Background: an optimization exercise with open tools, aiming at small area and a short achievable clock period. Do not read the settings as production practice.
Where RTL was checked, it was by simulation tests only, not by an equivalence proof against the original.

## run A
## fmac_top
module fmac_top (
    input          i_clk,
    input          i_reset_n,
    input          i_sel,
    input  [7:0]   i_Act_E,
    input  [63:0]  i_Act_M,
    input  [7:0]   i_Weight_E,
    input  [63:0]  i_Weight_M,
    input  [7:0]   i_ACC_E,
    input  [23:0]  i_ACC_M,
    output [7:0]   o_Weight_E,
    output [63:0]  o_Weight_M,
    output [7:0]   o_Act_E,
    output [127:0] o_Act_M,
    output [7:0]   o_ACC_E,
    output [23:0]  o_ACC_M
);
    fmac u_fmac (
        .i_clk      (i_clk),
        .i_reset_n  (i_reset_n),
        .i_sel      (i_sel),
        .i_Act_E    (i_Act_E),
        .i_Act_M    (i_Act_M),
        .i_Weight_E (i_Weight_E),
        .i_Weight_M (i_Weight_M),
        .i_ACC_E    (i_ACC_E),
        .i_ACC_M    (i_ACC_M),
        .o_Weight_E (o_Weight_E),
        .o_Weight_M (o_Weight_M),
        .o_Act_E    (o_Act_E),
        .o_Act_M    (o_Act_M),
        .o_ACC_E    (o_ACC_E),
        .o_ACC_M    (o_ACC_M)
    );
endmodule
Settings: LEC_CHECK=0, ABC_AREA=1, CAP_MARGIN=20, CORE_MARGIN=2, CORE_UTILIZATION=40, CTS_BUF_LIST=sky130_fd_sc_hd__clkbuf_8, SLEW_MARGIN=20; clock period 18.0 ns.
standard.sh (not shown) runs the stock make flow with config.mk's settings and CLKGATE_MAP_FILE= SYNTH_SCRIPT=/design/flow/synth_recipe.tcl, a recipe that flattens the netlist after the stock synthesis.
==> flow/flow/run.sh <==
#!/bin/bash
# Own layout flow: the standard ORFS flow (standard.sh) with three changes:
#  - synthesis leaves adders to ABC (no full/half-adder cell extraction),
#  - port buffers use the smallest buffer cell,
#  - timing repair aims at a setup slack margin of 8.9 ns.
# Each tool's full output stays in orfs/logs/; make's output in run_flow.log.
set -euo pipefail
bash standard.sh ADDER_MAP_FILE= \
  "BUFFER_PORTS_ARGS=-buffer_cell sky130_fd_sc_hd__buf_1" \
  SETUP_SLACK_MARGIN=8.9 finish > run_flow.log 2>&1
Relative to run A, the following input files were edited for run B:
Settings: CORE_UTILIZATION changed from 40 to 60.
==> flow/flow/run.sh <==
#!/bin/bash
# Own layout flow: the standard ORFS flow, with two changes:
#  - synthesis leaves adders to ABC (no full/half-adder cell extraction),
#  - port buffers use the smallest buffer cell.
set -euo pipefail
bash standard.sh ADDER_MAP_FILE= \
  "BUFFER_PORTS_ARGS=-buffer_cell sky130_fd_sc_hd__buf_1" \
  finish > run_flow.log 2>&1
==> comparison <==
- Going from run A to run B, routed wire length decreased by 5.4% relative to the old numbers, achievable clock frequency decreased by about 10% relative to the old numbers, core utilization increased by 20 points relative to the old numbers.
- Area: run B vs run A -> run B smaller
- Re number of buffers other than clock buffers in the final layout: run A and run B aren't equal, and the higher value belongs to run A.
- Critical path depth, run A and run B, lower one = run A.
> inputs changed (run B -> run C)
Settings: changing CORE_UTILIZATION from 60 to 40.
==> flow/flow/run.sh <==
#!/bin/bash
# Own layout flow: the standard ORFS flow (standard.sh) with three changes:
#  - synthesis leaves adders to ABC (no full/half-adder cell extraction),
#  - port buffers use the smallest buffer cell,
#  - timing repair aims at a setup slack margin of 9.2 ns.
# Each tool's full output stays in orfs/logs/; make's output in run_flow.log.
set -euo pipefail
bash standard.sh ADDER_MAP_FILE= \
  "BUFFER_PORTS_ARGS=-buffer_cell sky130_fd_sc_hd__buf_1" \
  SETUP_SLACK_MARGIN=9.2 finish > run_flow.log 2>&1
==> comparison <==
- Going from run B to run C, setup slack grows by 1.17 ns.
- Relative to run B, area overhead of the layout relative to synthesis increased by 15 points in run C.
- met3 track demand over resource in global routing, run C and run B, lower one = run B.

========
== JK ==
Another version of the RTL of fmac_top (not shown whole).
Size in the first run: ~160 flip-flops, about 420 I/O pins, ~16,000 um2 of cells after synthesis.
Settings: LEC_CHECK=0, ABC_AREA=1, CAP_MARGIN=20, CORE_MARGIN=2, CORE_UTILIZATION=40, CTS_BUF_LIST=sky130_fd_sc_hd__clkbuf_8, SLEW_MARGIN=20; clock period 18.0 ns.
==> flow/flow/run.sh <==
#!/bin/bash
# Own layout flow: the standard ORFS flow, with two changes:
#  - synthesis leaves adders to ABC (no full/half-adder cell extraction),
#  - port buffers use the smallest buffer cell.
set -euo pipefail
bash standard.sh ADDER_MAP_FILE= \
  "BUFFER_PORTS_ARGS=-buffer_cell sky130_fd_sc_hd__buf_1" \
  finish > run_flow.log 2>&1
JK finished all stages; the layout is clean.
#### Input delta (MS over JK)
Settings: clearing CTS_BUF_LIST, which used to be sky130_fd_sc_hd__clkbuf_8.
==> comparison <==
- Every run in the comparison, MS and JK, completed the flow with a clean layout.
- Final instance area: MS higher than JK
- The via total after detailed routing of MS and that of JK are within noise of each other.
- Any difference in wire length between MS and JK is small enough to ignore.
- Re final-layout setup total negative slack: no difference whatsoever between MS and JK.
- Comparing JK against MS, there is no change at all in non-clock buffer count.
- As far as number of gates on the worst path with buffers counted goes, JK and MS are indistinguishable; the numbers are identical.
Function was not checked in any run of this note: the RTL went through the layout flow alone.

========
main:
RTL: one of the versions met above, not the one the previous note started from.
For scale: roughly 160 flip-flops, ~420 I/O pins.
==> flow/config.mk <==
export PLATFORM = sky130hd
export DESIGN_NAME = fmac_top
export DESIGN_NICKNAME = fmac_top
export VERILOG_FILES = /design/flow/design.v
export SDC_FILE = /design/flow/constraint.sdc
export NUM_CORES = 4
export LEC_CHECK = 0
export ABC_AREA = 1
export CAP_MARGIN = 20
export CORE_MARGIN = 2
export CORE_UTILIZATION = 40
export CTS_BUF_LIST = sky130_fd_sc_hd__clkbuf_8
export PLACE_DENSITY = 0.75
export SLEW_MARGIN = 20
==> flow/constraint.sdc <==
create_clock -name core_clock -period 18.0 [get_ports {i_clk}]
set_input_delay 3.6000 -clock core_clock [delete_from_list [all_inputs] [get_ports {i_clk}]]
set_output_delay 3.6000 -clock core_clock [all_outputs]
set_load 0.01 [all_outputs]
==> flow/flow/run.sh <==
#!/bin/bash
# Own layout flow: the standard ORFS flow (standard.sh) with these changes:
#  - synthesis leaves adders to ABC (no full/half-adder cell extraction),
#  - port buffers use the smallest buffer cell,
#  - timing repair aims at a setup slack margin of 8.7 ns.
# Each tool's full output stays in orfs/logs/; make's output in run_flow.log.
set -euo pipefail
bash standard.sh ADDER_MAP_FILE= \
  "BUFFER_PORTS_ARGS=-buffer_cell sky130_fd_sc_hd__buf_1" \
  "CTS_ARGS=-sink_clustering_enable -repair_clock_nets -buf_list sky130_fd_sc_hd__clkbuf_8 -dont_use_dummy_load" \
  SETUP_SLACK_MARGIN=8.9 finish > run_flow.log 2>&1
--- input diff main..the feature branch ---
# main
export LEC_CHECK = 0
export ABC_AREA = 1
export CAP_MARGIN = 20
export CORE_MARGIN = 2
export CORE_UTILIZATION = 40
export CTS_BUF_LIST = sky130_fd_sc_hd__clkbuf_8
export PLACE_DENSITY = 0.75
export SLEW_MARGIN = 20
create_clock -name core_clock -period 18.0 [get_ports {i_clk}]
# the feature branch
export LEC_CHECK = 0
export ABC_AREA = 1
export CAP_MARGIN = 20
export CORE_MARGIN = 2
export CORE_UTILIZATION = 75
export CTS_BUF_LIST = sky130_fd_sc_hd__clkbuf_8
export SLEW_MARGIN = 20
create_clock -name core_clock -period 18.0 [get_ports {i_clk}]
==> flow/flow/run.sh <==
#!/bin/bash
# Own layout flow: the standard ORFS flow, with two changes:
#  - synthesis leaves adders to ABC (no full/half-adder cell extraction),
#  - port buffers use the smallest buffer cell.
set -euo pipefail
bash standard.sh ADDER_MAP_FILE= \
  "BUFFER_PORTS_ARGS=-buffer_cell sky130_fd_sc_hd__buf_1" \
  finish > run_flow.log 2>&1
Notes after the runs:
- Initial cell density of the core (the feature branch over main): increase, 36 points
- Count of standard-cell rows down 20 in the feature branch wrt main
- On height of the die: between the feature branch and main, it ends up lower for the feature branch.
- Between main and the feature branch, the flow reports area of the die decreasing by more than a quarter.
- In the feature branch, chip width is lower than in main.
- main has a lower global-route wire length before repair than the feature branch.
- [the feature branch vs main] proportion of layout cells with a drive suffix above 1: lower in the feature branch
- Multi-input combinational gate total: the feature branch vs main, no meaningful difference
- In the feature branch, the core utilization came out 39 points above the value in main.

========
## nickel
fmac_top again, from the RTL that the note above started with.
clock: 18.0 ns
lec_check: 0
abc_area: 1
cap_margin: 20
core_margin: 2
core_utilization: 40
cts_buf_list: sky130_fd_sc_hd__clkbuf_8
slew_margin: 20
==> flow/flow/run.sh <==
#!/bin/bash
# Own layout flow: the standard ORFS flow, with two changes:
#  - synthesis leaves adders to ABC (no full/half-adder cell extraction),
#  - port buffers use the smallest buffer cell.
set -euo pipefail
bash standard.sh ADDER_MAP_FILE= \
  "BUFFER_PORTS_ARGS=-buffer_cell sky130_fd_sc_hd__buf_1" \
  SETUP_SLACK_MARGIN=8.9 finish > run_flow.log 2>&1
nickel | stages: all done | timing, DRC, antenna: all pass
Modified inputs, pepper compared to nickel
# nickel
export LEC_CHECK = 0
export ABC_AREA = 1
export CAP_MARGIN = 20
export CORE_MARGIN = 2
export CORE_UTILIZATION = 40
export CTS_BUF_LIST = sky130_fd_sc_hd__clkbuf_8
export SLEW_MARGIN = 20
create_clock -name core_clock -period 18.0 [get_ports {i_clk}]
# pepper
export LEC_CHECK = 0
export ABC_AREA = 1
export CAP_MARGIN = 20
export CORE_MARGIN = 2
export CORE_UTILIZATION = 40
export SLEW_MARGIN = 20
create_clock -name core_clock -period 18.0 [get_ports {i_clk}]
-- flow/flow/run.sh --
<<< nickel, line 6
bash standard.sh ADDER_MAP_FILE= \
  "BUFFER_PORTS_ARGS=-buffer_cell sky130_fd_sc_hd__buf_1" \
  SETUP_SLACK_MARGIN=8.9 finish > run_flow.log 2>&1
>>> pepper, line 6
bash standard.sh ADDER_MAP_FILE= \
  "BUFFER_PORTS_ARGS=-buffer_cell sky130_fd_sc_hd__buf_1" \
  SETUP_SLACK_MARGIN=9.4 finish > run_flow.log 2>&1
Findings:
Diff nickel -> pepper: global-route track usage on met2 higher, number of logic stages on the critical path including buffering higher, routed wire length higher, via count of the first global-routing pass higher.
Going from nickel to pepper, fraction of final layout cells sized beyond drive strength 1 grew by 21 points.
u_fmac.o_ACC_E[0]$_DFF_PN0_ as the last element of the critical path was reported by nickel, and u_fmac.o_ACC_E[2]$_DFF_PN0_ by pepper.
Input changes introduced in cedar (baseline for comparison: pepper):
# pepper
export LEC_CHECK = 0
export ABC_AREA = 1
export CAP_MARGIN = 20
export CORE_MARGIN = 2
export CORE_UTILIZATION = 40
export SLEW_MARGIN = 20
create_clock -name core_clock -period 18.0 [get_ports {i_clk}]
# cedar
export LEC_CHECK = 0
export ABC_AREA = 1
export CAP_MARGIN = 20
export CORE_MARGIN = 2
export CORE_UTILIZATION = 40
export CTS_BUF_LIST = sky130_fd_sc_hd__clkbuf_8
export PLACE_DENSITY = 0.9
export SLEW_MARGIN = 20
create_clock -name core_clock -period 18.0 [get_ports {i_clk}]
==> flow/flow/run.sh <==
#!/bin/bash
# Own layout flow: the standard ORFS flow (standard.sh) with these changes:
#  - synthesis leaves adders to ABC (no full/half-adder cell extraction),
#  - port buffers use the smallest buffer cell,
#  - timing repair aims at a setup slack margin of 8.7 ns.
# Each tool's full output stays in orfs/logs/; make's output in run_flow.log.
set -euo pipefail
bash standard.sh ADDER_MAP_FILE= \
  "BUFFER_PORTS_ARGS=-buffer_cell sky130_fd_sc_hd__buf_1" \
  "CTS_ARGS=-sink_clustering_enable -repair_clock_nets -buf_list sky130_fd_sc_hd__clkbuf_8 -dont_use_dummy_load" \
  SETUP_SLACK_MARGIN=8.7 finish > run_flow.log 2>&1
### Flow results
Compared with pepper, cedar shows a lower final-layout worst hold slack. Capturing element of the worst setup path: u_fmac.o_ACC_E[2]$_DFF_PN0_ -> pepper, u_fmac.o_ACC_E[1]$_DFF_PN0_ -> cedar. cedar improves on pepper in final wirelength. Global-route usage, pepper and cedar, higher one = pepper.
#### Input delta (harbor over cedar)
# cedar
export LEC_CHECK = 0
export ABC_AREA = 1
export CAP_MARGIN = 20
export CORE_MARGIN = 2
export CORE_UTILIZATION = 40
export CTS_BUF_LIST = sky130_fd_sc_hd__clkbuf_8
export PLACE_DENSITY = 0.9
export SLEW_MARGIN = 20
create_clock -name core_clock -period 18.0 [get_ports {i_clk}]
# harbor
export LEC_CHECK = 0
export ABC_AREA = 1
export CAP_MARGIN = 20
export CORE_MARGIN = 2
export CORE_UTILIZATION = 40
export SLEW_MARGIN = 20
create_clock -name core_clock -period 18.0 [get_ports {i_clk}]
==> flow/flow/run.sh <==
#!/bin/bash
# Own layout flow: the standard ORFS flow, with two changes:
#  - synthesis leaves adders to ABC (no full/half-adder cell extraction),
#  - port buffers use the smallest buffer cell.
set -euo pipefail
bash standard.sh ADDER_MAP_FILE= \
  "BUFFER_PORTS_ARGS=-buffer_cell sky130_fd_sc_hd__buf_1" \
  finish > run_flow.log 2>&1
### Flow results
- The routed length per instance in harbor was higher than what cedar gave.
- The run with more setup slack is cedar; harbor has less.
- Timing endpoint of the critical path = u_fmac.o_ACC_E[1]$_DFF_PN0_: cedar; timing endpoint of the critical path = u_fmac.o_ACC_M[15]$_DFF_PN0_: harbor
- harbor vs cedar — non-clock buffer count dropped slightly
#### Input delta (raven over harbor)
# harbor
export LEC_CHECK = 0
export ABC_AREA = 1
export CAP_MARGIN = 20
export CORE_MARGIN = 2
export CORE_UTILIZATION = 40
export SLEW_MARGIN = 20
create_clock -name core_clock -period 18.0 [get_ports {i_clk}]
# raven
export LEC_CHECK = 0
export ABC_AREA = 1
export CAP_MARGIN = 20
export CORE_MARGIN = 2
export CORE_UTILIZATION = 40
export CTS_BUF_LIST = sky130_fd_sc_hd__clkbuf_8
export SLEW_MARGIN = 20
create_clock -name core_clock -period 18.0 [get_ports {i_clk}]
==> flow/flow/run.sh <==
#!/bin/bash
# Own layout flow: the standard ORFS flow (standard.sh) with three changes:
#  - synthesis leaves adders to ABC (no full/half-adder cell extraction),
#  - port buffers use the smallest buffer cell,
#  - timing repair aims at a setup slack margin of 8.9 ns.
# Each tool's full output stays in orfs/logs/; make's output in run_flow.log.
set -euo pipefail
bash standard.sh ADDER_MAP_FILE= \
  "BUFFER_PORTS_ARGS=-buffer_cell sky130_fd_sc_hd__buf_1" \
  "CTS_ARGS=-sink_clustering_enable -repair_clock_nets -buf_list sky130_fd_sc_hd__clkbuf_8 -dont_use_dummy_load" \
  SETUP_SLACK_MARGIN=8.9 finish > run_flow.log 2>&1
- Via count normalized by instance count of raven exceeds that of harbor slightly.
- raven vs harbor: critical path depth down by a few percent
- Of the two values seen for slowest cell on the critical path, sky130_fd_sc_hd__nand3b_1 was produced by harbor and sky130_fd_sc_hd__maj3_2 by raven.
- Against harbor as the reference, raven delivers a lower minimum period implied by the final worst setup slack.
- Non-filler instance count after layout of harbor is on par with raven.
- Taking harbor as the reference, in raven setup slack higher; number of nets in the finished design rose 0.66%.
The following lists how ember was set up differently from raven:
# raven
export LEC_CHECK = 0
export ABC_AREA = 1
export CAP_MARGIN = 20
export CORE_MARGIN = 2
export CORE_UTILIZATION = 40
export CTS_BUF_LIST = sky130_fd_sc_hd__clkbuf_8
export SLEW_MARGIN = 20
create_clock -name core_clock -period 18.0 [get_ports {i_clk}]
# ember
export LEC_CHECK = 0
export ABC_AREA = 1
export CAP_MARGIN = 20
export CORE_MARGIN = 2
export CORE_UTILIZATION = 40
export SLEW_MARGIN = 20
create_clock -name core_clock -period 18.0 [get_ports {i_clk}]
==> flow/flow/run.sh <==
#!/bin/bash
# Own layout flow: the standard ORFS flow, with two changes:
#  - synthesis leaves adders to ABC (no full/half-adder cell extraction),
#  - port buffers use the smallest buffer cell.
set -euo pipefail
bash standard.sh ADDER_MAP_FILE= \
  "BUFFER_PORTS_ARGS=-buffer_cell sky130_fd_sc_hd__buf_1" \
  SETUP_SLACK_MARGIN=8.9 RECOVER_POWER=100 finish > run_flow.log 2>&1
==> notes.md <==
Completing all stages was not enough for ember: its layout failed the final checks because of capacitance limit, slew limit.
ember vs. raven: setup slack lost 1000 ps; wire length moved up; routed wire length per instance essentially unchanged; via count of the routed design stayed essentially flat.

[static timing again, ports no longer ideal]
How much do the figures lean on ideal ports? The routed layouts below were timed once more, with nothing changed but the port constraints.
Step 1 assumes that a clkbuf_16 drives the clock port and a buf_2 every other input.
Step 2 adds t to the input delays and takes it off the output delays; t is the mean of the earliest and latest rising clock arrival at the registers after step 1. Input paths then give back, and output paths get back, about the clock's delay inside the block.
a / b / c = ideal ports / drivers / drivers and shift; a / b = the first two.
run | shift t [ns] | setup slack, ns | worst setup path at the end | cell pins on the clock port's net
run A | 0.585 | 9.339 / 9.348 / 8.763 | input to register | 1
run B | 0.520 | 8.400 / 8.407 / 7.888 | input to register | 1
run C | 0.582 | 9.571 / 9.588 / 9.006 | input to register | 1
JK | 0.562 | 8.150 / 8.172 / 7.610 | input to register | 1
MS | 0.512 | 8.051 / 8.073 / 7.561 | input to register | 1
main | 0.544 | 9.429 / 9.432 / 8.889 | input to register | 1
the feature branch | 0.524 | 8.035 / 8.053 / 7.528 | input to register | 1
nickel | 0.585 | 9.339 / 9.348 / 8.763 | input to register | 1
pepper | 0.522 | 9.473 / 9.488 / 8.965 | input to register | 1
cedar | 0.559 | 9.299 / 9.317 / 8.758 | input to register | 1
harbor | 0.517 | 8.595 / 8.622 / 8.105 | input to register | 1
raven | 0.555 | 9.317 / 9.322 / 8.766 | input to register | 1
ember | 0.517 | 8.314 / 8.344 / 7.827 | input to register | 1
